Context: an optimization exercise on an open-source flow, tuned for small area. The choices shown serve that exercise and are no tape-out recipe.
Only simulation tests tie the RTL to the original design; equivalence was not proved.
Power figures rest on the tool's default switching activity, not on a simulated workload.

## design/flow/design.v

```verilog
module maze_game (
    input clk, input rst, input tick15, input tick_hsec, input key,
    input [2:0] key_num, input [2:0] volume,
    output [15:0] LED, output reg [6:0] DISPLAY, output reg [3:0] DIGIT,
    output [3:0] vgaRed, output [3:0] vgaGreen, output [3:0] vgaBlue,
    output hsync, output vsync, output reg sound_effect
);
    localparam INIT = 3'd0, WAIT = 3'd1, GAME = 3'd2, WIN = 3'd3, LOSE = 3'd4;
    function [2:0] char_rom(input d, input [3:0] uy, input [3:0] ux);
        case ({d, uy, ux})
            9'd23: char_rom = 3'd1;
            9'd24: char_rom = 3'd1;
            9'd25: char_rom = 3'd1;
            9'd26: char_rom = 3'd1;
            9'd27: char_rom = 3'd1;
            9'd28: char_rom = 3'd1;
            9'd38: char_rom = 3'd1;
            9'd39: char_rom = 3'd7;
            9'd40: char_rom = 3'd7;
            9'd41: char_rom = 3'd7;
            9'd42: char_rom = 3'd7;
            9'd43: char_rom = 3'd1;
            9'd53: char_rom = 3'd1;
            9'd54: char_rom = 3'd7;
            9'd55: char_rom = 3'd7;
            9'd56: char_rom = 3'd7;
            9'd57: char_rom = 3'd7;
            9'd58: char_rom = 3'd7;
            9'd59: char_rom = 3'd1;
            9'd69: char_rom = 3'd1;
            9'd70: char_rom = 3'd7;
            9'd71: char_rom = 3'd4;
            9'd72: char_rom = 3'd7;
            9'd73: char_rom = 3'd4;
            9'd74: char_rom = 3'd7;
            9'd75: char_rom = 3'd7;
            9'd76: char_rom = 3'd1;
            9'd85: char_rom = 3'd1;
            9'd86: char_rom = 3'd7;
            9'd87: char_rom = 3'd7;
            9'd88: char_rom = 3'd7;
            9'd89: char_rom = 3'd7;
            9'd90: char_rom = 3'd6;
            9'd91: char_rom = 3'd7;
            9'd92: char_rom = 3'd1;
            9'd98: char_rom = 3'd1;
            9'd99: char_rom = 3'd1;
            9'd100: char_rom = 3'd1;
            9'd101: char_rom = 3'd7;
            9'd102: char_rom = 3'd7;
            9'd103: char_rom = 3'd6;
            9'd104: char_rom = 3'd6;
            9'd105: char_rom = 3'd6;
            9'd106: char_rom = 3'd7;
            9'd107: char_rom = 3'd7;
            9'd108: char_rom = 3'd7;
            9'd109: char_rom = 3'd1;
            9'd110: char_rom = 3'd1;
            9'd111: char_rom = 3'd1;
            9'd114: char_rom = 3'd1;
            9'd115: char_rom = 3'd7;
            9'd116: char_rom = 3'd7;
            9'd117: char_rom = 3'd7;
            9'd118: char_rom = 3'd7;
            9'd119: char_rom = 3'd7;
            9'd120: char_rom = 3'd7;
            9'd121: char_rom = 3'd7;
            9'd122: char_rom = 3'd7;
            9'd123: char_rom = 3'd7;
            9'd124: char_rom = 3'd7;
            9'd125: char_rom = 3'd7;
            9'd126: char_rom = 3'd7;
            9'd127: char_rom = 3'd1;
            9'd131: char_rom = 3'd1;
            9'd132: char_rom = 3'd7;
            9'd133: char_rom = 3'd7;
            9'd134: char_rom = 3'd7;
            9'd135: char_rom = 3'd7;
            9'd136: char_rom = 3'd7;
            9'd137: char_rom = 3'd7;
            9'd138: char_rom = 3'd7;
            9'd139: char_rom = 3'd7;
            9'd140: char_rom = 3'd7;
            9'd141: char_rom = 3'd7;
            9'd142: char_rom = 3'd1;
            9'd148: char_rom = 3'd1;
            9'd149: char_rom = 3'd7;
            9'd150: char_rom = 3'd7;
            9'd151: char_rom = 3'd7;
            9'd152: char_rom = 3'd7;
            9'd153: char_rom = 3'd7;
            9'd154: char_rom = 3'd7;
            9'd155: char_rom = 3'd7;
            9'd156: char_rom = 3'd7;
            9'd157: char_rom = 3'd1;
            9'd164: char_rom = 3'd1;
            9'd165: char_rom = 3'd7;
            9'd166: char_rom = 3'd7;
            9'd167: char_rom = 3'd7;
            9'd168: char_rom = 3'd7;
            9'd169: char_rom = 3'd7;
            9'd170: char_rom = 3'd7;
            9'd171: char_rom = 3'd7;
            9'd172: char_rom = 3'd1;
            9'd180: char_rom = 3'd1;
            9'd181: char_rom = 3'd7;
            9'd182: char_rom = 3'd7;
            9'd183: char_rom = 3'd7;
            9'd184: char_rom = 3'd7;
            9'd185: char_rom = 3'd7;
            9'd186: char_rom = 3'd7;
            9'd187: char_rom = 3'd7;
            9'd188: char_rom = 3'd1;
            9'd197: char_rom = 3'd1;
            9'd198: char_rom = 3'd7;
            9'd199: char_rom = 3'd7;
            9'd200: char_rom = 3'd7;
            9'd201: char_rom = 3'd7;
            9'd202: char_rom = 3'd7;
            9'd203: char_rom = 3'd7;
            9'd204: char_rom = 3'd1;
            9'd214: char_rom = 3'd1;
            9'd215: char_rom = 3'd7;
            9'd216: char_rom = 3'd7;
            9'd217: char_rom = 3'd7;
            9'd218: char_rom = 3'd7;
            9'd219: char_rom = 3'd1;
            9'd231: char_rom = 3'd1;
            9'd232: char_rom = 3'd1;
            9'd233: char_rom = 3'd7;
            9'd234: char_rom = 3'd7;
            9'd235: char_rom = 3'd1;
            9'd249: char_rom = 3'd1;
            9'd250: char_rom = 3'd1;
            9'd251: char_rom = 3'd1;
            9'd252: char_rom = 3'd1;
            9'd277: char_rom = 3'd1;
            9'd278: char_rom = 3'd1;
            9'd279: char_rom = 3'd1;
            9'd280: char_rom = 3'd1;
            9'd281: char_rom = 3'd1;
            9'd282: char_rom = 3'd1;
            9'd294: char_rom = 3'd1;
            9'd295: char_rom = 3'd7;
            9'd296: char_rom = 3'd7;
            9'd297: char_rom = 3'd7;
            9'd298: char_rom = 3'd7;
            9'd299: char_rom = 3'd1;
            9'd310: char_rom = 3'd1;
            9'd311: char_rom = 3'd7;
            9'd312: char_rom = 3'd7;
            9'd313: char_rom = 3'd7;
            9'd314: char_rom = 3'd7;
            9'd315: char_rom = 3'd7;
            9'd316: char_rom = 3'd1;
            9'd325: char_rom = 3'd1;
            9'd326: char_rom = 3'd7;
            9'd327: char_rom = 3'd7;
            9'd328: char_rom = 3'd4;
            9'd329: char_rom = 3'd7;
            9'd330: char_rom = 3'd4;
            9'd331: char_rom = 3'd7;
            9'd332: char_rom = 3'd1;
            9'd341: char_rom = 3'd1;
            9'd342: char_rom = 3'd7;
            9'd343: char_rom = 3'd6;
            9'd344: char_rom = 3'd7;
            9'd345: char_rom = 3'd7;
            9'd346: char_rom = 3'd7;
            9'd347: char_rom = 3'd7;
            9'd348: char_rom = 3'd1;
            9'd354: char_rom = 3'd1;
            9'd355: char_rom = 3'd1;
            9'd356: char_rom = 3'd1;
            9'd357: char_rom = 3'd7;
            9'd358: char_rom = 3'd7;
            9'd359: char_rom = 3'd7;
            9'd360: char_rom = 3'd6;
            9'd361: char_rom = 3'd6;
            9'd362: char_rom = 3'd6;
            9'd363: char_rom = 3'd7;
            9'd364: char_rom = 3'd7;
            9'd365: char_rom = 3'd1;
            9'd366: char_rom = 3'd1;
            9'd367: char_rom = 3'd1;
            9'd370: char_rom = 3'd1;
            9'd371: char_rom = 3'd7;
            9'd372: char_rom = 3'd7;
            9'd373: char_rom = 3'd7;
            9'd374: char_rom = 3'd7;
            9'd375: char_rom = 3'd7;
            9'd376: char_rom = 3'd7;
            9'd377: char_rom = 3'd7;
            9'd378: char_rom = 3'd7;
            9'd379: char_rom = 3'd7;
            9'd380: char_rom = 3'd7;
            9'd381: char_rom = 3'd7;
            9'd382: char_rom = 3'd7;
            9'd383: char_rom = 3'd1;
            9'd387: char_rom = 3'd1;
            9'd388: char_rom = 3'd7;
            9'd389: char_rom = 3'd7;
            9'd390: char_rom = 3'd7;
            9'd391: char_rom = 3'd7;
            9'd392: char_rom = 3'd7;
            9'd393: char_rom = 3'd7;
            9'd394: char_rom = 3'd7;
            9'd395: char_rom = 3'd7;
            9'd396: char_rom = 3'd7;
            9'd397: char_rom = 3'd7;
            9'd398: char_rom = 3'd1;
            9'd404: char_rom = 3'd1;
            9'd405: char_rom = 3'd7;
            9'd406: char_rom = 3'd7;
            9'd407: char_rom = 3'd7;
            9'd408: char_rom = 3'd7;
            9'd409: char_rom = 3'd7;
            9'd410: char_rom = 3'd7;
            9'd411: char_rom = 3'd7;
            9'd412: char_rom = 3'd7;
            9'd413: char_rom = 3'd1;
            9'd421: char_rom = 3'd1;
            9'd422: char_rom = 3'd7;
            9'd423: char_rom = 3'd7;
            9'd424: char_rom = 3'd7;
            9'd425: char_rom = 3'd7;
            9'd426: char_rom = 3'd7;
            9'd427: char_rom = 3'd7;
            9'd428: char_rom = 3'd7;
            9'd429: char_rom = 3'd1;
            9'd437: char_rom = 3'd1;
            9'd438: char_rom = 3'd7;
            9'd439: char_rom = 3'd7;
            9'd440: char_rom = 3'd7;
            9'd441: char_rom = 3'd7;
            9'd442: char_rom = 3'd7;
            9'd443: char_rom = 3'd7;
            9'd444: char_rom = 3'd7;
            9'd445: char_rom = 3'd1;
            9'd453: char_rom = 3'd1;
            9'd454: char_rom = 3'd7;
            9'd455: char_rom = 3'd7;
            9'd456: char_rom = 3'd7;
            9'd457: char_rom = 3'd7;
            9'd458: char_rom = 3'd7;
            9'd459: char_rom = 3'd7;
            9'd460: char_rom = 3'd1;
            9'd470: char_rom = 3'd1;
            9'd471: char_rom = 3'd7;
            9'd472: char_rom = 3'd7;
            9'd473: char_rom = 3'd7;
            9'd474: char_rom = 3'd7;
            9'd475: char_rom = 3'd1;
            9'd486: char_rom = 3'd1;
            9'd487: char_rom = 3'd7;
            9'd488: char_rom = 3'd7;
            9'd489: char_rom = 3'd1;
            9'd490: char_rom = 3'd1;
            9'd501: char_rom = 3'd1;
            9'd502: char_rom = 3'd1;
            9'd503: char_rom = 3'd1;
            9'd504: char_rom = 3'd1;
            default: char_rom = 3'd0;
        endcase
    endfunction
    function star_rom(input [3:0] r, input [3:0] c);
        case ({r, c})
            8'd8: star_rom = 1'b1;
            8'd23: star_rom = 1'b1;
            8'd24: star_rom = 1'b1;
            8'd25: star_rom = 1'b1;
            8'd39: star_rom = 1'b1;
            8'd40: star_rom = 1'b1;
            8'd41: star_rom = 1'b1;
            8'd54: star_rom = 1'b1;
            8'd55: star_rom = 1'b1;
            8'd56: star_rom = 1'b1;
            8'd57: star_rom = 1'b1;
            8'd58: star_rom = 1'b1;
            8'd65: star_rom = 1'b1;
            8'd66: star_rom = 1'b1;
            8'd67: star_rom = 1'b1;
            8'd68: star_rom = 1'b1;
            8'd69: star_rom = 1'b1;
            8'd70: star_rom = 1'b1;
            8'd71: star_rom = 1'b1;
            8'd72: star_rom = 1'b1;
            8'd73: star_rom = 1'b1;
            8'd74: star_rom = 1'b1;
            8'd75: star_rom = 1'b1;
            8'd76: star_rom = 1'b1;
            8'd77: star_rom = 1'b1;
            8'd78: star_rom = 1'b1;
            8'd79: star_rom = 1'b1;
            8'd82: star_rom = 1'b1;
            8'd83: star_rom = 1'b1;
            8'd84: star_rom = 1'b1;
            8'd85: star_rom = 1'b1;
            8'd86: star_rom = 1'b1;
            8'd87: star_rom = 1'b1;
            8'd88: star_rom = 1'b1;
            8'd89: star_rom = 1'b1;
            8'd90: star_rom = 1'b1;
            8'd91: star_rom = 1'b1;
            8'd92: star_rom = 1'b1;
            8'd93: star_rom = 1'b1;
            8'd94: star_rom = 1'b1;
            8'd99: star_rom = 1'b1;
            8'd100: star_rom = 1'b1;
            8'd101: star_rom = 1'b1;
            8'd102: star_rom = 1'b1;
            8'd103: star_rom = 1'b1;
            8'd104: star_rom = 1'b1;
            8'd105: star_rom = 1'b1;
            8'd106: star_rom = 1'b1;
            8'd107: star_rom = 1'b1;
            8'd108: star_rom = 1'b1;
            8'd109: star_rom = 1'b1;
            8'd116: star_rom = 1'b1;
            8'd117: star_rom = 1'b1;
            8'd118: star_rom = 1'b1;
            8'd119: star_rom = 1'b1;
            8'd120: star_rom = 1'b1;
            8'd121: star_rom = 1'b1;
            8'd122: star_rom = 1'b1;
            8'd123: star_rom = 1'b1;
            8'd124: star_rom = 1'b1;
            8'd133: star_rom = 1'b1;
            8'd134: star_rom = 1'b1;
            8'd135: star_rom = 1'b1;
            8'd136: star_rom = 1'b1;
            8'd137: star_rom = 1'b1;
            8'd138: star_rom = 1'b1;
            8'd139: star_rom = 1'b1;
            8'd150: star_rom = 1'b1;
            8'd151: star_rom = 1'b1;
            8'd152: star_rom = 1'b1;
            8'd153: star_rom = 1'b1;
            8'd154: star_rom = 1'b1;
            8'd165: star_rom = 1'b1;
            8'd166: star_rom = 1'b1;
            8'd167: star_rom = 1'b1;
            8'd168: star_rom = 1'b1;
            8'd169: star_rom = 1'b1;
            8'd170: star_rom = 1'b1;
            8'd171: star_rom = 1'b1;
            8'd180: star_rom = 1'b1;
            8'd181: star_rom = 1'b1;
            8'd182: star_rom = 1'b1;
            8'd183: star_rom = 1'b1;
            8'd184: star_rom = 1'b1;
            8'd185: star_rom = 1'b1;
            8'd186: star_rom = 1'b1;
            8'd187: star_rom = 1'b1;
            8'd188: star_rom = 1'b1;
            8'd196: star_rom = 1'b1;
            8'd197: star_rom = 1'b1;
            8'd198: star_rom = 1'b1;
            8'd199: star_rom = 1'b1;
            8'd200: star_rom = 1'b1;
            8'd201: star_rom = 1'b1;
            8'd202: star_rom = 1'b1;
            8'd203: star_rom = 1'b1;
            8'd204: star_rom = 1'b1;
            8'd211: star_rom = 1'b1;
            8'd212: star_rom = 1'b1;
            8'd213: star_rom = 1'b1;
            8'd214: star_rom = 1'b1;
            8'd218: star_rom = 1'b1;
            8'd219: star_rom = 1'b1;
            8'd220: star_rom = 1'b1;
            8'd221: star_rom = 1'b1;
            8'd227: star_rom = 1'b1;
            8'd228: star_rom = 1'b1;
            8'd236: star_rom = 1'b1;
            8'd237: star_rom = 1'b1;
            8'd242: star_rom = 1'b1;
            8'd243: star_rom = 1'b1;
            8'd253: star_rom = 1'b1;
            8'd254: star_rom = 1'b1;
            default: star_rom = 1'b0;
        endcase
    endfunction
    function maze_rom(input [3:0] r, input [4:0] c);
        case ({r, c})
            9'd33: maze_rom = 1'b1;
            9'd34: maze_rom = 1'b1;
            9'd35: maze_rom = 1'b1;
            9'd41: maze_rom = 1'b1;
            9'd43: maze_rom = 1'b1;
            9'd46: maze_rom = 1'b1;
            9'd48: maze_rom = 1'b1;
            9'd49: maze_rom = 1'b1;
            9'd50: maze_rom = 1'b1;
            9'd67: maze_rom = 1'b1;
            9'd71: maze_rom = 1'b1;
            9'd73: maze_rom = 1'b1;
            9'd75: maze_rom = 1'b1;
            9'd77: maze_rom = 1'b1;
            9'd78: maze_rom = 1'b1;
            9'd80: maze_rom = 1'b1;
            9'd98: maze_rom = 1'b1;
            9'd99: maze_rom = 1'b1;
            9'd100: maze_rom = 1'b1;
            9'd102: maze_rom = 1'b1;
            9'd103: maze_rom = 1'b1;
            9'd104: maze_rom = 1'b1;
            9'd105: maze_rom = 1'b1;
            9'd106: maze_rom = 1'b1;
            9'd107: maze_rom = 1'b1;
            9'd109: maze_rom = 1'b1;
            9'd112: maze_rom = 1'b1;
            9'd113: maze_rom = 1'b1;
            9'd130: maze_rom = 1'b1;
            9'd132: maze_rom = 1'b1;
            9'd134: maze_rom = 1'b1;
            9'd139: maze_rom = 1'b1;
            9'd141: maze_rom = 1'b1;
            9'd142: maze_rom = 1'b1;
            9'd143: maze_rom = 1'b1;
            9'd144: maze_rom = 1'b1;
            9'd145: maze_rom = 1'b1;
            9'd146: maze_rom = 1'b1;
            9'd161: maze_rom = 1'b1;
            9'd162: maze_rom = 1'b1;
            9'd164: maze_rom = 1'b1;
            9'd166: maze_rom = 1'b1;
            9'd171: maze_rom = 1'b1;
            9'd174: maze_rom = 1'b1;
            9'd178: maze_rom = 1'b1;
            9'd193: maze_rom = 1'b1;
            9'd198: maze_rom = 1'b1;
            9'd201: maze_rom = 1'b1;
            9'd203: maze_rom = 1'b1;
            9'd206: maze_rom = 1'b1;
            9'd208: maze_rom = 1'b1;
            9'd209: maze_rom = 1'b1;
            9'd210: maze_rom = 1'b1;
            9'd225: maze_rom = 1'b1;
            9'd233: maze_rom = 1'b1;
            9'd234: maze_rom = 1'b1;
            9'd235: maze_rom = 1'b1;
            9'd236: maze_rom = 1'b1;
            9'd238: maze_rom = 1'b1;
            9'd242: maze_rom = 1'b1;
            9'd257: maze_rom = 1'b1;
            9'd264: maze_rom = 1'b1;
            9'd265: maze_rom = 1'b1;
            9'd268: maze_rom = 1'b1;
            9'd269: maze_rom = 1'b1;
            9'd270: maze_rom = 1'b1;
            9'd274: maze_rom = 1'b1;
            9'd289: maze_rom = 1'b1;
            9'd290: maze_rom = 1'b1;
            9'd291: maze_rom = 1'b1;
            9'd292: maze_rom = 1'b1;
            9'd293: maze_rom = 1'b1;
            9'd294: maze_rom = 1'b1;
            9'd297: maze_rom = 1'b1;
            9'd298: maze_rom = 1'b1;
            9'd299: maze_rom = 1'b1;
            9'd300: maze_rom = 1'b1;
            9'd304: maze_rom = 1'b1;
            9'd305: maze_rom = 1'b1;
            9'd306: maze_rom = 1'b1;
            9'd325: maze_rom = 1'b1;
            9'd331: maze_rom = 1'b1;
            9'd336: maze_rom = 1'b1;
            9'd353: maze_rom = 1'b1;
            9'd354: maze_rom = 1'b1;
            9'd355: maze_rom = 1'b1;
            9'd356: maze_rom = 1'b1;
            9'd357: maze_rom = 1'b1;
            9'd361: maze_rom = 1'b1;
            9'd362: maze_rom = 1'b1;
            9'd363: maze_rom = 1'b1;
            9'd365: maze_rom = 1'b1;
            9'd368: maze_rom = 1'b1;
            9'd369: maze_rom = 1'b1;
            9'd370: maze_rom = 1'b1;
            9'd386: maze_rom = 1'b1;
            9'd391: maze_rom = 1'b1;
            9'd392: maze_rom = 1'b1;
            9'd393: maze_rom = 1'b1;
            9'd397: maze_rom = 1'b1;
            9'd400: maze_rom = 1'b1;
            9'd418: maze_rom = 1'b1;
            9'd419: maze_rom = 1'b1;
            9'd420: maze_rom = 1'b1;
            9'd421: maze_rom = 1'b1;
            9'd422: maze_rom = 1'b1;
            9'd423: maze_rom = 1'b1;
            9'd425: maze_rom = 1'b1;
            9'd426: maze_rom = 1'b1;
            9'd429: maze_rom = 1'b1;
            9'd430: maze_rom = 1'b1;
            9'd431: maze_rom = 1'b1;
            9'd432: maze_rom = 1'b1;
            default: maze_rom = 1'b0;
        endcase
    endfunction
    function win_rom(input [3:0] r, input [4:0] c);
        case ({r, c})
            9'd33: win_rom = 1'b1;
            9'd39: win_rom = 1'b1;
            9'd65: win_rom = 1'b1;
            9'd68: win_rom = 1'b1;
            9'd71: win_rom = 1'b1;
            9'd97: win_rom = 1'b1;
            9'd98: win_rom = 1'b1;
            9'd99: win_rom = 1'b1;
            9'd101: win_rom = 1'b1;
            9'd102: win_rom = 1'b1;
            9'd103: win_rom = 1'b1;
            9'd129: win_rom = 1'b1;
            9'd130: win_rom = 1'b1;
            9'd134: win_rom = 1'b1;
            9'd135: win_rom = 1'b1;
            9'd137: win_rom = 1'b1;
            9'd138: win_rom = 1'b1;
            9'd139: win_rom = 1'b1;
            9'd162: win_rom = 1'b1;
            9'd166: win_rom = 1'b1;
            9'd170: win_rom = 1'b1;
            9'd194: win_rom = 1'b1;
            9'd198: win_rom = 1'b1;
            9'd202: win_rom = 1'b1;
            9'd234: win_rom = 1'b1;
            9'd266: win_rom = 1'b1;
            9'd269: win_rom = 1'b1;
            9'd273: win_rom = 1'b1;
            9'd297: win_rom = 1'b1;
            9'd298: win_rom = 1'b1;
            9'd299: win_rom = 1'b1;
            9'd301: win_rom = 1'b1;
            9'd302: win_rom = 1'b1;
            9'd305: win_rom = 1'b1;
            9'd333: win_rom = 1'b1;
            9'd334: win_rom = 1'b1;
            9'd335: win_rom = 1'b1;
            9'd337: win_rom = 1'b1;
            9'd365: win_rom = 1'b1;
            9'd367: win_rom = 1'b1;
            9'd369: win_rom = 1'b1;
            9'd397: win_rom = 1'b1;
            9'd400: win_rom = 1'b1;
            9'd401: win_rom = 1'b1;
            9'd429: win_rom = 1'b1;
            9'd433: win_rom = 1'b1;
            default: win_rom = 1'b0;
        endcase
    endfunction
    function lose_rom(input [3:0] r, input [4:0] c);
        case ({r, c})
            9'd69: lose_rom = 1'b1;
            9'd70: lose_rom = 1'b1;
            9'd71: lose_rom = 1'b1;
            9'd100: lose_rom = 1'b1;
            9'd104: lose_rom = 1'b1;
            9'd111: lose_rom = 1'b1;
            9'd112: lose_rom = 1'b1;
            9'd113: lose_rom = 1'b1;
            9'd114: lose_rom = 1'b1;
            9'd129: lose_rom = 1'b1;
            9'd132: lose_rom = 1'b1;
            9'd136: lose_rom = 1'b1;
            9'd139: lose_rom = 1'b1;
            9'd140: lose_rom = 1'b1;
            9'd141: lose_rom = 1'b1;
            9'd143: lose_rom = 1'b1;
            9'd161: lose_rom = 1'b1;
            9'd164: lose_rom = 1'b1;
            9'd168: lose_rom = 1'b1;
            9'd170: lose_rom = 1'b1;
            9'd175: lose_rom = 1'b1;
            9'd193: lose_rom = 1'b1;
            9'd196: lose_rom = 1'b1;
            9'd200: lose_rom = 1'b1;
            9'd202: lose_rom = 1'b1;
            9'd207: lose_rom = 1'b1;
            9'd208: lose_rom = 1'b1;
            9'd209: lose_rom = 1'b1;
            9'd210: lose_rom = 1'b1;
            9'd225: lose_rom = 1'b1;
            9'd229: lose_rom = 1'b1;
            9'd230: lose_rom = 1'b1;
            9'd231: lose_rom = 1'b1;
            9'd235: lose_rom = 1'b1;
            9'd236: lose_rom = 1'b1;
            9'd239: lose_rom = 1'b1;
            9'd257: lose_rom = 1'b1;
            9'd269: lose_rom = 1'b1;
            9'd271: lose_rom = 1'b1;
            9'd289: lose_rom = 1'b1;
            9'd290: lose_rom = 1'b1;
            9'd291: lose_rom = 1'b1;
            9'd292: lose_rom = 1'b1;
            9'd301: lose_rom = 1'b1;
            9'd303: lose_rom = 1'b1;
            9'd304: lose_rom = 1'b1;
            9'd305: lose_rom = 1'b1;
            9'd306: lose_rom = 1'b1;
            9'd330: lose_rom = 1'b1;
            9'd331: lose_rom = 1'b1;
            9'd332: lose_rom = 1'b1;
            default: lose_rom = 1'b0;
        endcase
    endfunction
    reg [9:0] pixel_cnt, line_cnt;
    reg hsync_i, vsync_i;
    always @(posedge clk)
        if (rst) pixel_cnt <= 10'd0;
        else if (pixel_cnt < 10'd799) pixel_cnt <= pixel_cnt + 10'd1;
        else pixel_cnt <= 10'd0;
    always @(posedge clk)
        if (rst) hsync_i <= 1'b1;
        else hsync_i <= !((pixel_cnt >= 10'd655) && (pixel_cnt < 10'd751));
    always @(posedge clk)
        if (rst) line_cnt <= 10'd0;
        else if (pixel_cnt == 10'd799) line_cnt <= (line_cnt < 10'd524) ? line_cnt + 10'd1 : 10'd0;
    always @(posedge clk)
        if (rst) vsync_i <= 1'b1;
        else vsync_i <= !((line_cnt >= 10'd489) && (line_cnt < 10'd491));
    assign hsync = hsync_i;
    assign vsync = vsync_i;
    wire valid = (pixel_cnt < 10'd640) && (line_cnt < 10'd480);
    wire [8:0] h = pixel_cnt[9:1];
    wire [7:0] v = line_cnt[8:1];
    reg [2:0] state;
    reg [3:0] three_sec_cnt;
    reg time_left_cnt;
    reg t2;               
    reg [2:0] t1;         
    reg [3:0] t0;         
    reg [1:0] sel;        
    reg [8:0] charactor_h;
    reg [7:0] charactor_v;
    reg charactor_dir;
    reg [2:0] target_key;
    reg [8:0] cnt;        
    reg star_countA, star_countB, star_countC;
    wire all_star = star_countA & star_countB & star_countC;
    wire enter = key && (key_num == 3'd4);
    wire time_zero = !t2 && (t1 == 3'd0) && (t0 == 4'd0);
    wire at_exit = (charactor_h[8:4] == 5'd13) && (charactor_h[3:0] != 4'd0) &&
                   (charactor_v[7:4] == 4'd11) && (charactor_v[3:0] != 4'd0);
    always @(posedge clk or posedge rst)
        if (rst) three_sec_cnt <= 4'd0;
        else if (tick_hsec) three_sec_cnt <= (state == WAIT) ? three_sec_cnt + 4'd1 : 4'd0;
    always @(posedge clk or posedge rst)
        if (rst) state <= INIT;
        else case (state)
            INIT, WIN, LOSE: if (enter) state <= WAIT;
            WAIT: if (three_sec_cnt >= 4'd6) state <= GAME;
            GAME: if (at_exit && all_star) state <= WIN;
                  else if (time_zero) state <= LOSE;
            default: ;
        endcase
    always @(posedge clk or posedge rst)
        if (rst) time_left_cnt <= 1'b0;
        else if (tick_hsec) time_left_cnt <= !time_left_cnt;
    always @(posedge clk or posedge rst)
        if (rst) begin
            t2 <= 1'b1; t1 <= 3'd4; t0 <= 4'd7;
        end else if (tick_hsec && !time_left_cnt && state != WIN && state != LOSE) begin
            if (state != GAME) begin
                t2 <= 1'b1; t1 <= 3'd4; t0 <= 4'd7;
            end else begin
                if (t1 == 3'd0 && t0 == 4'd0) t2 <= 1'b0;
                if (t0 == 4'd0) t1 <= (t1 != 3'd0) ? t1 - 3'd1 : 3'd5;
                t0 <= (t0 != 4'd0) ? t0 - 4'd1 : 4'd9;
            end
        end
    always @(posedge clk or posedge rst)
        if (rst) sel <= 2'd0;
        else if (state == GAME) sel <= 2'd0;
        else if (state == WIN) sel <= 2'd1;
        else if (state == LOSE) sel <= 2'd2;
    reg [3:0] digit_n;
    always @(*) begin
        digit_n = DIGIT;
        if (tick15) case (DIGIT)
            4'b1110: digit_n = 4'b1101;
            4'b1101: digit_n = 4'b1011;
            4'b1011: digit_n = 4'b0111;
            default: digit_n = 4'b1110;
        endcase
    end
    always @(posedge clk or posedge rst)
        if (rst) DIGIT <= 4'b1111;
        else DIGIT <= digit_n;
    wire show_time = (state == GAME) || (state == WIN);
    wire [3:0] wait_digit = (4'd7 - three_sec_cnt) >> 1;
    reg [3:0] dnum;
    always @(*) begin
        dnum = 4'd10;
        case (digit_n)
            4'b1110: dnum = show_time ? t0 : (state == WAIT) ? wait_digit : 4'd10;
            4'b1101: dnum = show_time ? {1'b0, t1} : 4'd10;
            4'b1011: dnum = show_time ? {3'b000, t2} : 4'd10;
            4'b0111: dnum = show_time ? 4'd0 : 4'd10;
            default: dnum = 4'd10;
        endcase
    end
    reg [6:0] seg;
    always @(*)
        case (dnum)
            4'd0: seg = 7'b1000000;
            4'd1: seg = 7'b1111001;
            4'd2: seg = 7'b0100100;
            4'd3: seg = 7'b0110000;
            4'd4: seg = 7'b0011001;
            4'd5: seg = 7'b0010010;
            4'd6: seg = 7'b0000010;
            4'd7: seg = 7'b1111000;
            4'd8: seg = 7'b0000000;
            4'd9: seg = 7'b0010000;
            default: seg = 7'b0111111;
        endcase
    always @(posedge clk or posedge rst)
        if (rst) DISPLAY <= 7'b0111111;
        else DISPLAY <= seg;
    reg led_a, led_b, led_c;    
    reg [4:0] led_v;            
    wire led_en = ((state == WAIT) || (state == LOSE)) ? tick_hsec : 1'b1;
    wire [4:0] vol_bar = {(volume > 3'd4), (volume > 3'd3), (volume > 3'd2), (volume > 3'd1), (volume > 3'd0)};
    always @(posedge clk) if (led_en) begin
        case (state)
            INIT: begin led_a <= 1'b1; led_b <= 1'b1; led_c <= 1'b0; led_v <= vol_bar; end
            WAIT: begin led_a <= !(led_a & led_b); led_b <= !(led_a & led_b); led_c <= 1'b0; led_v <= vol_bar; end
            GAME: begin led_a <= 1'b1; led_b <= 1'b0; led_c <= 1'b0; led_v <= vol_bar; end
            WIN:  begin led_a <= 1'b1; led_b <= 1'b1; led_c <= 1'b1; led_v <= 5'b11111; end
            default: begin led_a <= 1'b0; led_b <= 1'b0; led_c <= 1'b0; led_v <= 5'b00000; end
        endcase
    end
    assign LED = {{3{led_a}}, {4{led_b}}, {4{led_c}}, led_v};
    wire cnt_zero = (cnt == 9'd0);
    wire cnt_max = (cnt == 9'd67);
    wire [8:0] cnt_step = {cnt[7:0], !(cnt[8] ^ cnt[4])};
    always @(posedge clk)
        if (key && (cnt_zero || (target_key == key_num))) cnt <= cnt_max ? 9'd0 : cnt_step;
        else cnt <= 9'd0;
    always @(posedge clk or posedge rst)
        if (rst) target_key <= 3'd0;
        else if (key && cnt_zero) target_key <= key_num;
    always @(posedge clk or posedge rst)
        if (rst) charactor_dir <= 1'b0;
        else if (key && cnt_zero && !key_num[2]) charactor_dir <= key_num[1];
    wire mv_up = (target_key == 3'd0), mv_left = (target_key == 3'd1);
    wire mv_down = (target_key == 3'd2), mv_right = (target_key == 3'd3);
    wire [8:0] nxt_h = mv_left ? charactor_h - 9'd1 : mv_right ? charactor_h + 9'd1 : charactor_h;
    wire [7:0] nxt_v = mv_up ? charactor_v - 8'd1 : mv_down ? charactor_v + 8'd1 : charactor_v;
    wire [8:0] nh1 = nxt_h - 9'd1;
    wire [7:0] nv1 = nxt_v - 8'd1;
    wire pass = (sel == 2'd0) ? maze_rom(nv1[7:4], nh1[8:4]) : sel[1];
    always @(posedge clk)
        if (state == INIT || state == WAIT) begin
            charactor_h <= 9'd72; charactor_v <= 8'd72;
        end else if (state == GAME && cnt_max && pass) begin
            charactor_h <= nxt_h; charactor_v <= nxt_v;
        end
    wire [9:0] dx = {1'b0, h} - {1'b0, charactor_h};
    wire [9:0] dy = {2'b0, v} - {2'b0, charactor_v};
    wire win_x = dx[3] ? (dx[9:4] == 6'h3f) : (dx[9:4] == 6'h00);
    wire win_y = dy[3] ? (dy[9:4] == 6'h3f) : (dy[9:4] == 6'h00);
    wire [2:0] ccode = char_rom(charactor_dir, {!dy[3], dy[2:0]}, {!dx[3], dx[2:0]});
    wire on_char = valid && win_x && win_y && (ccode != 3'd0);
    wire [9:0] adx = dx[9] ? -dx : dx;
    wire [9:0] ady = dy[9] ? -dy : dy;
    wire [5:0] dsum = adx[9:4] + ady[9:4];
    wire [2:0] cdist = (dsum > 6'd7) ? 3'd7 : dsum[2:0];
    wire [8:0] hp = h + 9'd1;
    wire [7:0] vp = v + 8'd1;
    wire sbit = star_rom(vp[3:0], hp[3:0]);
    wire sA = (hp[8:4] == 5'd1) && (vp[7:4] == 4'd1) && !star_countA;
    wire sB = (hp[8:4] == 5'd6) && (vp[7:4] == 4'd6) && !star_countB;
    wire sC = (hp[8:4] == 5'd14) && (vp[7:4] == 4'd1) && !star_countC;
    wire on_star = sbit && (sA || sB || sC);
    wire [3:0] mrow = line_cnt[8:5];
    wire [4:0] mcol = pixel_cnt[9:5];
    wire mz = maze_rom(mrow, mcol);
    wire mterm = (mrow == 4'd11) && (mcol == 5'd13);
    wire cell_on = (sel == 2'd0) ? mz : sel[1] ? lose_rom(mrow, mcol) : win_rom(mrow, mcol);
    wire cell_term = (sel == 2'd0) && mterm;
    wire border = (pixel_cnt[4:1] == 4'd0) || (pixel_cnt[4:1] == 4'd15) ||
                  (line_cnt[4:1] == 4'd0) || (line_cnt[4:1] == 4'd15);
    reg [11:0] mpix;
    always @(*)
        if (!cell_on) mpix = 12'h000;
        else if (cell_term) mpix = all_star ? 12'hA0A : 12'h622;
        else mpix = border ? 12'h800 : 12'hA00;
    wire game = (state == GAME);
    reg [11:0] pixel;
    always @(*)
        if (!valid) pixel = 12'h000;
        else if (game) begin
            if (on_char) pixel = {{4{ccode[2]}}, ccode[1] ? 4'hF : (ccode[0] & !ccode[2]) ? 4'h9 : 4'h0, {4{ccode[0]}}};
            else if (on_star) pixel = 12'h00F;
            else pixel = mpix;
        end
        else if (state == WIN || state == LOSE) pixel = mpix;
        else pixel = 12'h000;
    function [3:0] fade(input [3:0] c, input [2:0] d);
        fade = (c > {d, 1'b0}) ? c - {d, 1'b0} : 4'd0;
    endfunction
    assign vgaRed   = game ? fade(pixel[11:8], cdist) : pixel[11:8];
    assign vgaGreen = game ? fade(pixel[7:4], cdist) : pixel[7:4];
    assign vgaBlue  = game ? fade(pixel[3:0], cdist) : pixel[3:0];
    wire in_A = (charactor_h[8:4] == 5'd1) && (charactor_h[3:0] != 4'd0) &&
                (charactor_v[7:4] == 4'd1) && (charactor_v[3:0] != 4'd0);
    wire in_B = (charactor_h[8:4] == 5'd6) && (charactor_h[3:0] != 4'd0) &&
                (charactor_v[7:4] == 4'd6) && (charactor_v[3:0] != 4'd0);
    wire in_C = (charactor_h[8:4] == 5'd14) && (charactor_h[3:0] != 4'd0) &&
                (charactor_v[7:4] == 4'd1) && (charactor_v[3:0] != 4'd0);
    wire pick = game && on_char;
    always @(posedge clk)
        if (pick) begin
            if (in_A) star_countA <= 1'b1;
            else if (in_B) star_countB <= 1'b1;
            else if (in_C) star_countC <= 1'b1;
        end else if (state != GAME && state != WIN && state != LOSE) begin
            star_countA <= 1'b0; star_countB <= 1'b0; star_countC <= 1'b0;
        end
    reg picked;
    always @(posedge clk) begin
        picked <= pick && ((in_A && !star_countA) || (!in_A && in_B && !star_countB) ||
                           (!in_A && !in_B && in_C && !star_countC));
        sound_effect <= picked;
    end
endmodule
```

## design/flow/run.sh

```bash
#!/bin/bash
# synth_recipe.tcl (not shown) runs the flow's synth.tcl, then flattens the netlist and writes it again
# the make line also repeats each setting of config.mk as NAME=value (left out here)
make -C /OpenROAD-flow-scripts/flow DESIGN_CONFIG=/design/flow/config.mk WORK_HOME=/design/flow/orfs CLKGATE_MAP_FILE= SYNTH_SCRIPT=/design/flow/synth_recipe.tcl finish
```

## design/flow/config.mk

```make
export PLATFORM = sky130hd
export DESIGN_NAME = maze_game
export DESIGN_NICKNAME = maze_game
export VERILOG_FILES = /design/flow/design.v
export SDC_FILE = /design/flow/constraint.sdc
export NUM_CORES = 4
export LEC_CHECK = 0
export ABC_AREA = 1
export CAP_MARGIN = 20
export CORE_MARGIN = 2
export CORE_UTILIZATION = 60
export SLEW_MARGIN = 20
export SYNTH_MEMORY_MAX_BITS = 65536
```

## design/flow/constraint.sdc

```tcl
create_clock -name core_clock -period 40.0 [get_ports {clk}]
set_input_delay 8.0000 -clock core_clock [delete_from_list [all_inputs] [get_ports {clk}]]
set_output_delay 8.0000 -clock core_clock [all_outputs]
set_load 0.01 [all_outputs]
```

==> results of run 1 <==
==> power breakdown <==
part / switching, mW / internal [mW] / leakage, nW
registers: 0.00789 / 0.106 / 0.924
logic: 0.0726 / 0.0383 / 4.53
clock network: 0.0417 / 0.0451 / 0.146
==> cells by family after synthesis <==
logic type | count (synthesis) | synth area share
adders and majority gates | 90 | 0.1130
buffers and inverters | 284 | 0.1095
xor gates and xnor gates | 43 | 0.03635
AOI/OAI and AO/OA | 254 | 0.1423
DFF | 94 | 0.2100
and+or+nand+nor | 938 | 0.3888
==> worst max-delay path by stage <==
stage | to | depth (start not counted) | startpoint
after CTS | vgaGreen[2] | 27 | line_cnt[1]
final | vgaGreen[2] | 29 | charactor_h[2]
after global placement | vgaRed[3] | 25 | line_cnt[1]
after floorplan | vgaRed[3] | 27 | line_cnt[1]
after global routing | vgaGreen[2] | 29 | charactor_h[2]
after detailed placement | vgaGreen[2] | 27 | line_cnt[1]
==> synth_stat cells (15+ instances only) <==
master and count:
a21oi_1 74, clkbuf_1 18, dfrtp_1 18, dfstp_2 15
dfxtp_1 50, ha_1 84, inv_1 234, nand2_1 433
nand3_1 171, nand4_1 31, nor2_1 214, nor3_1 34
o211ai_1 18, o21ai_0 103, xor2_1 33
==> critical path: cells and delay by family (launching register included) <==
family | cells | cell delay (ns)
flip-flops | 1 | 0.43
buffers and inverters | 4 | 0.90
adder cells (fa/ha/maj) | 4 | 1.33
AND/OR/NAND/NOR | 13 | 1.91
AO/OA/AOI/OAI | 6 | 1.24
XOR/XNOR | 2 | 0.34
==> final cells by class <==
cell class | count | area share
clock inverters | 6 | 0.004564
inverters | 244 | 0.08148
clock buffers | 10 | 0.02126
flip-flops and latches | 94 | 0.1936
multi-input cells | 1325 | 0.6271
repair buffers | 53 | 0.04697
well taps | 225 | 0.02504
==> per-stage QoR <==
| stage | setup WS (ns) | cell area [um^2] |
|---|---|---|
| 6_report | 25.48 | 11240 |
| 4_1_cts | 25.55 | 11240 |
| 3_3_place_gp | 26.21 | 10950 |
| 3_5_place_dp | 25.93 | 10950 |
| 2_1_floorplan | 27.04 | 10360 |
| 5_1_grt | 25.00 | 11240 |
==> flip-flops by register name, summed over array words and instances (netlist names), 2 cells and up <==
| name | count |
|---|---|
| target_key | 3 |
| DISPLAY | 7 |
| t0 | 4 |
| three_sec_cnt | 4 |
| led_v | 5 |
| sel | 2 |
| charactor_h | 9 |
| charactor_v | 8 |
| line_cnt | 10 |
| t1 | 3 |
| state | 3 |
| DIGIT | 4 |
| cnt | 9 |
| pixel_cnt | 10 |
==> metal layers <==
| metal | vias up | GRT usage | share of wire |
|---|---|---|---|
| met4 | 2 | 0.1291 | 0.035 |
| met1 | 5072 | 0.4137 | 0.44 |
| met5 | - | 0 | 0.00044 |
| li1 | 5648 | - | - |
| met3 | 86 | 0.04377 | 0.057 |
| met2 | 433 | 0.5510 | 0.46 |
==> impl_metrics.ini, run 1 <==
[outcome]
outcome = finished clean

[sta]
drv_slew = 0
finalHoldViolCount = 0
finalCriticalPeriod_ns = 14.52
fin_crit_sh = 0.3631
grt_setup_unrepaired = no
skew_ns = 0.01047
fmaxAchievable_ghz = 0.06885
worst_pin_slew_ns = 1.104
relSlewSlack = 0.2559
fin_setup_tns_ns = 0
report.final.setup_viol = 0
fin_hold_ws_ns = 0.3407

[place]
dp_hpwl_mm = 23.49
place_congestion = 1.006
portBuffers = 52
dp.cells = 1941

[route]
vias = 11240
drtAntennaViolNets = 0
firstDrtPassIters = 5
via_per_inst = 5.744
first_iter_violations = 789
drt-total-wl_mm = 29.69
drcViolationCount = 0
wire_per_inst_um = 15.17

[logic_synthesis]
synth_area_leaders = nand2_1 (16%), ha_1 (10%), dfxtp_1 (9.7%), inv_1 (8.5%), nand3_1 (8.3%)
yosysWarnings = 1
synth_nets = 1804
synth_top_cell_area_share = 0.1569
synth-edff-count = 11
ys_async_sr_fraction = 0.3511
syn-cell-area_mm2 = 0.01036
synth_flop_cell = dfxtp_1
ys_seq_area_frac = 0.2100
netlist-cell-type-count = 57
synth_seq_cells = 94
synth_cells = 1703
syn_avg_cell_area_um2 = 6.083
synth.largest_area_cell = nand2_1

[floorplan]
die_width_um = 135.4
die_area_mm2 = 0.01833
core_area_mm2 = 0.01712
fp.dieH_um = 135.4
start_util = 0.6053
io_pins = 53
row_count = 48

[cells_and_area]
layout_commonest_cell = nand2_1
final_cell_mix = nand2_1 (433), inv_1 (234), nor2_1 (214), nand3_1 (171), o21ai_0 (103)
layoutNonFillerInstCount = 1957
regArea_mm2 = 0.002176
fin_util = 0.6567
areaGrowthSynthToFinish_pct = 8.503
multiInputGateArea_mm2 = 0.007049
layout-drive-gt1-share = 0.03753
layout.nets = 1828
nFillCells = 1672
antennaDiodeCount = 0

[clocking]
cts_setup_buffers = 0
cts_buffer_depth = 2
tritoncts = yes
post_cts_resized = 0
htreeDepth = 3
cts_buffers = 9
root_buffer = clkbuf_16
clk_pin_slew_ns = 0.07
clkLatencyLatePin_ns = 0.36
cts_hold_buf = 0
clock-sinks = 94

[global_routing]
grt_pass1_vias = 10130
grt_pass1_wl_mm = 48.10
grt_max_degree = 34
gr-total-overflow = 0
gr-usage-all-layers = 0.3230
antenna_found_initial = 1

[critical_path]
critPathRequiredTime_ns = 32.00
r2r_start = target_key[1]
critical_path_class = reg -> out
r2r_slack_ns = 35.62
rr_worst_depth = 28
startpoint_type = register
timing.rr.end = charactor_v[0]
path_max_fanout = 17
cp.arrival_ns = 6.52
endpoint_kind = output port
critPathMaxStageDelay_ns = 0.50
slowest_stage = clkdlybuf4s50_1

[hold_path]
hold_end = sound_effect
worstHoldPathType = reg -> reg
min-delay-start = picked
whs_path_depth = 0

[power]
finalPower_mw = 0.3112
pwr_density_cell_mw_per_mm2 = 27.68
max-vdd-ir-drop_uv = 29.08
leakage_nw = 5.597

[job]
drv_cap = 0
==> inputs of run 2 (changes only) <==
==> design/flow/flow/run.sh (new file) <==
#!/bin/bash
# Own flow: the standard synthesis, then its combinational logic is re-optimised for area
# (registers are left exactly as the standard synthesis made them), then the standard layout
# with smaller port buffers and a lighter clock tree. Each tool's output goes to log_*.txt here.
set -euo pipefail
W=$(cd "$(dirname "$0")/.." && pwd)
cd "$W"
LIB=$FLOW_HOME/platforms/sky130hd/lib/sky130_fd_sc_hd__tt_025C_1v80.lib
YOSYS=$(command -v yosys || echo "$FLOW_HOME/../tools/install/yosys/bin/yosys")
R=orfs/results/sky130hd/maze_game/base

bash standard.sh synth > log_1_synth.txt 2>&1
cp $R/1_2_yosys.v synth_standard.v

python3 flow/mkmodels.py "$LIB" comb_models.v > log_2_models.txt 2>&1
DU=$(grep -o "sky130_fd_sc_hd__\(lpflow\|probe\)[a-z0-9_]*" "$FLOW_HOME/platforms/sky130hd/config.mk" | sort -u | sed "s/^/-dont_use /" | tr "\n" " ")
"$YOSYS" -l log_3_resynth.txt -p "read_liberty -lib $LIB; read_verilog -overwrite comb_models.v; \
  read_verilog synth_standard.v; hierarchy -top maze_game; flatten; opt -purge; techmap; opt -fast -purge; \
  abc -liberty $LIB $DU -script $W/flow/resynth.abc; opt_clean -purge; setundef -zero; \
  hilomap -singleton -hicell sky130_fd_sc_hd__conb_1 HI -locell sky130_fd_sc_hd__conb_1 LO; \
  rename -hide w:*.*; opt_clean -purge; insbuf -buf sky130_fd_sc_hd__buf_1 A X; splitnets; opt_clean -purge; \
  write_verilog -noattr resynth.v; tee -o resynth_stat.txt stat -liberty $LIB"
cp resynth.v $R/1_2_yosys.v
rm -f $R/1_synth.odb $R/1_synth.sdc

bash standard.sh "BUFFER_PORTS_ARGS=-buffer_cell sky130_fd_sc_hd__buf_1" \
  "CTS_ARGS=-sink_clustering_enable -repair_clock_nets -dont_use_dummy_load" finish > log_4_layout.txt 2>&1
==> design/flow/flow/mkmodels.py (new file) <==
# Writes Verilog models of the platform's combinational cells from the liberty file's functions.
import re, sys
lib = open(sys.argv[1]).read()
out = []
for m in re.finditer(r'\n\s*cell\s*\(\s*"?(sky130_fd_sc_hd__\w+)"?\s*\)\s*\{', lib):
    name = m.group(1)
    # cell body: up to next top-level cell
    start = m.end()
    nxt = re.compile(r'\n\s*cell\s*\(').search(lib, start)
    body = lib[start: nxt.start() if nxt else len(lib)]
    if re.search(r'\b(ff|latch|statetable)\s*\(', body):
        continue
    pins = []
    for pm in re.finditer(r'\n\s*pin\s*\(\s*"?(\w+)"?\s*\)\s*\{', body):
        ps = pm.end()
        # pin body until matching brace (approx: next "pin (" or end)
        depth = 1; i = ps
        while depth and i < len(body):
            if body[i] == '{': depth += 1
            elif body[i] == '}': depth -= 1
            i += 1
        pb = body[ps:i]
        d = re.search(r'direction\s*:\s*"?(\w+)"?', pb)
        f = re.search(r'\bfunction\s*:\s*"([^"]*)"', pb)
        pins.append((pm.group(1), d.group(1) if d else None, f.group(1) if f else None))
    outs = [p for p in pins if p[1] == 'output']
    if not outs or any(p[2] is None for p in outs):
        continue
    ins = [p for p in pins if p[1] == 'input']
    ports = [p[0] for p in ins] + [p[0] for p in outs]
    s = ['module %s(%s);' % (name, ', '.join(ports))]
    for p in ins: s.append('  input %s;' % p[0])
    for p in outs:
        e = p[2].replace('!', '~').replace('+', '|').replace('*', '&')
        e = re.sub(r"(\w+)'", r"~\1", e)
        s.append('  output %s;' % p[0])
        s.append('  assign %s = %s;' % (p[0], e))
    s.append('endmodule')
    out.append('\n'.join(s))
open(sys.argv[2], 'w').write('\n'.join(out) + '\n')
print(len(out), 'models')
==> design/flow/flow/resynth.abc (new file) <==
strash
&get -n
&deepsyn -T 60
&put
dch -f
amap
topo
==> design/flow/standard.sh (new file) <==
#!/bin/bash
# synth_recipe.tcl (not shown) runs the flow's synth.tcl, then flattens the netlist and writes it again
# the make line also repeats each setting of config.mk as NAME=value (left out here)
make -C /OpenROAD-flow-scripts/flow DESIGN_CONFIG=/design/flow/config.mk WORK_HOME=/design/flow/orfs CLKGATE_MAP_FILE= SYNTH_SCRIPT=/design/flow/synth_recipe.tcl "${@:-finish}"
--- a/design/flow/config.mk
+++ b/design/flow/config.mk
@@ -9,5 +9,6 @@
 export CAP_MARGIN = 20
 export CORE_MARGIN = 2
 export CORE_UTILIZATION = 60
+export CTS_BUF_LIST = sky130_fd_sc_hd__clkbuf_4
 export SLEW_MARGIN = 20
 export SYNTH_MEMORY_MAX_BITS = 65536
removed: design/flow/run.sh
==> run 2 against run 1 <==
Design area down 36%. Synthesized cell count shrank 41%. Combinational power about the same. First-iteration DRC count is 9.6% higher. Wire length is 29% lower. Synthesized area shrank 35%. Hold slack improved by 0.0068 ns. Critical path type unchanged. Utilization grew 0.45 points. Critical endpoint is now vgaGreen[1]. Register-to-register slack lost 2.2 ns. Count of clock-buffer cells in the layout shrank 1. Final cell count down 39%.
==> impl_metrics.ini, run 2 <==
[outcome]
outcome = finished clean

[critical_path]
r2r_slack_ns = 33.41
critical_path_class = reg -> out
endpoint_kind = output port
critPathRequiredTime_ns = 32.00
startpoint_type = register
slowest_stage = dfxtp_1
r2r_start = pixel_cnt[2]
timing.rr.end = star_countC
rr_worst_depth = 34
crit_top_cell = nand2_1
critPathMaxStageDelay_ns = 0.52
path_max_fanout = 10
cp.arrival_ns = 7.13

[sta]
fin_setup_tns_ns = 0
finalHoldViolCount = 0
drv_slew = 0
fin_hold_ws_ns = 0.3475
relSlewSlack = 0.2870
fmaxAchievable_ghz = 0.06611
grt_setup_unrepaired = no
worst_pin_slew_ns = 1.058
skew_ns = 0.02722
fin_crit_sh = 0.3782
finalCriticalPeriod_ns = 15.13
report.final.setup_viol = 0

[cells_and_area]
layout_commonest_cell = nor2_1
multiInputGateArea_mm2 = 0.003976
nFillCells = 996
layout-drive-gt1-share = 0.02545
areaGrowthSynthToFinish_pct = 7.224
final_area_mm2 = 0.007168
layout.nets = 1074
antennaDiodeCount = 0
regArea_mm2 = 0.002176
top_regs = line_cnt x10, pixel_cnt x10
fin_util = 0.6612
final_cell_mix = nor2_1 (245), clkinv_1 (133), o21ai_0 (93), nand2_1 (86), a21oi_1 (62)

[power]
seqPwrFrac = 0.449
p_int_mw = 0.1751
p_clk_frac = 0.176
switching_share = 0.4138
combPwrFrac = 0.375
pwr_density_cell_mw_per_mm2 = 41.68
max-vdd-ir-drop_uv = 42.61
power.switching_mw = 0.1236
leakage_nw = 2.416

[floorplan]
die_width_um = 109.6
core_area_mm2 = 0.01084
fp.dieH_um = 109.6
start_util = 0.6167
row_count = 38
die_area_mm2 = 0.01200
io_pins = 53

[route]
wire_per_inst_um = 17.47
vias = 7714
drcViolationCount = 0
firstDrtPassIters = 6
first_iter_violations = 865
via_per_inst = 6.423
drtAntennaViolNets = 0
drt-total-wl_mm = 20.98

[clocking]
root_buffer = clkbuf_8
htreeDepth = 3
clkLatencyLatePin_ns = 0.39
tritoncts = yes
cts_hold_buf = 0
cts_buffer_depth = 2
cts_setup_buffers = 0
post_cts_resized = 0
clk_pin_slew_ns = 0.10
clock-sinks = 94
cts_buffers = 9

[global_routing]
grt_pass1_vias = 6544
gr-total-overflow = 0
grt_max_degree = 37
gr-usage-all-layers = 0.3554
grt_pass1_wl_mm = 32.93
antenna_found_initial = 0

[place]
place_congestion = 1.028
portBuffers = 52
place_area_mm2 = 0.007044
dp_hpwl_mm = 16.03

[logic_synthesis]
yosysWarnings = 1
syn-cell-area_mm2 = 0.006685
synth_nets = 1017
syn_avg_cell_area_um2 = 6.645
synth_cells = 1006

[hold_path]
whs_path_depth = 0
worstHoldPathType = reg -> reg
min-delay-start = picked
hold_end = sound_effect

[job]
drv_cap = 0
==> run 2: cell count changes in the layout (fill, tap and decap cells not counted), moves of 31 or more <==
cell / before / now
buf_1: 0 / 52
clkdlybuf4s50_1: 52 / 0
clkinv_1: 8 / 133
ha_1: 84 / 0
inv_1: 234 / 0
nand2_1: 433 / 86
nand3_1: 171 / 12
nor2_1: 214 / 245
xor2_1: 33 / 0
==> run 2: critical path: cells and delay by family, from the launching register on <==
kind / cells / cell delay [ns]
buffers and inverters: 3 / 0.50
DFF: 1 / 0.52
AOI/OAI and AO/OA: 17 / 3.25
and+or+nand+nor: 18 / 2.51
==> run 2: worst max-delay path by stage <==
stage / cells after the start / endpoint / slack [ns] / startpoint
after floorplan: 37 / vgaGreen[1] / 26.46 / pixel_cnt[2]
after global placement: 38 / vgaGreen[1] / 25.95 / pixel_cnt[2]
after detailed placement: 38 / vgaGreen[1] / 25.58 / pixel_cnt[2]
after CTS: 38 / vgaGreen[1] / 25.12 / pixel_cnt[2]
after global routing: 38 / vgaGreen[1] / 24.09 / pixel_cnt[2]
final: 38 / vgaGreen[1] / 24.87 / pixel_cnt[2]
==> run 2: cell type report <==
cell class / instances / share of cell area
Clock buffer: 9 / 0.01728
Multi-Input combinational cell: 770 / 0.5547
Tap cell: 140 / 0.02444
Timing Repair Buffer: 55 / 0.03037
Inverter: 133 / 0.06965
Sequential cell: 94 / 0.3035
==> run 2: per-layer routing <==
metal  GRT usage  routed length (um)  vias up  share of wire
met1      0.5158                9140     3383           0.44
li1            -                   -     3734              -
met4      0.1618                 818        0          0.039
met5           0                   0        -              0
met2      0.5035                8461      520           0.40
met3     0.07469                2559       77           0.12
==> run 2: stage by stage <==
step | power (mW) | std cells | setup WS, ns
floorplan | 0.2119 | 1006 | 26.46
global placement | 0.2432 | 1192 | 25.95
detailed placement | 0.2466 | 1192 | 25.58
CTS | 0.2977 | 1201 | 25.12
global route | 0.3178 | 1201 | 24.09
finish | 0.2988 | 1201 | 24.87
==> run 2: power groups by stage <==
stage,Sequential [mW],Combinational [mW],Clock [mW]
floorplan,0.136,0.0758,0
global placement,0.135,0.108,0
detailed placement,0.136,0.111,0
CTS,0.134,0.111,0.0529
global route,0.137,0.125,0.0557
finish,0.134,0.112,0.0524

static timing again, ports no longer ideal:
In the flow no input, the clock included, has a driving cell. The finished layouts below were timed again as built, in two steps. Step 1, drivers: a clkbuf_16 drives clk and a buf_2 each remaining input, both assumed. Step 2 times the ports against the registers' clock, not the clock port: input delays grow and output delays shrink by t, the midpoint of the rising clock arrivals with the driver on. Slacks: ideal / step 1 / step 2; pairs: ideal / step 1.
run | t, ns | slack for setup (ns) | hold slack, ns | worst setup path after step 2 | cell pins on the clock port's net
run 1 | 0.400 | 25.475 / 25.429 / 25.828 | 0.341 / 0.341 / 0.341 | register to output | 1
run 2 | 0.417 | 24.873 / 24.838 / 25.255 | 0.348 / 0.348 / 0.348 | register to output | 1
After both steps setup and hold are still met in every run listed.
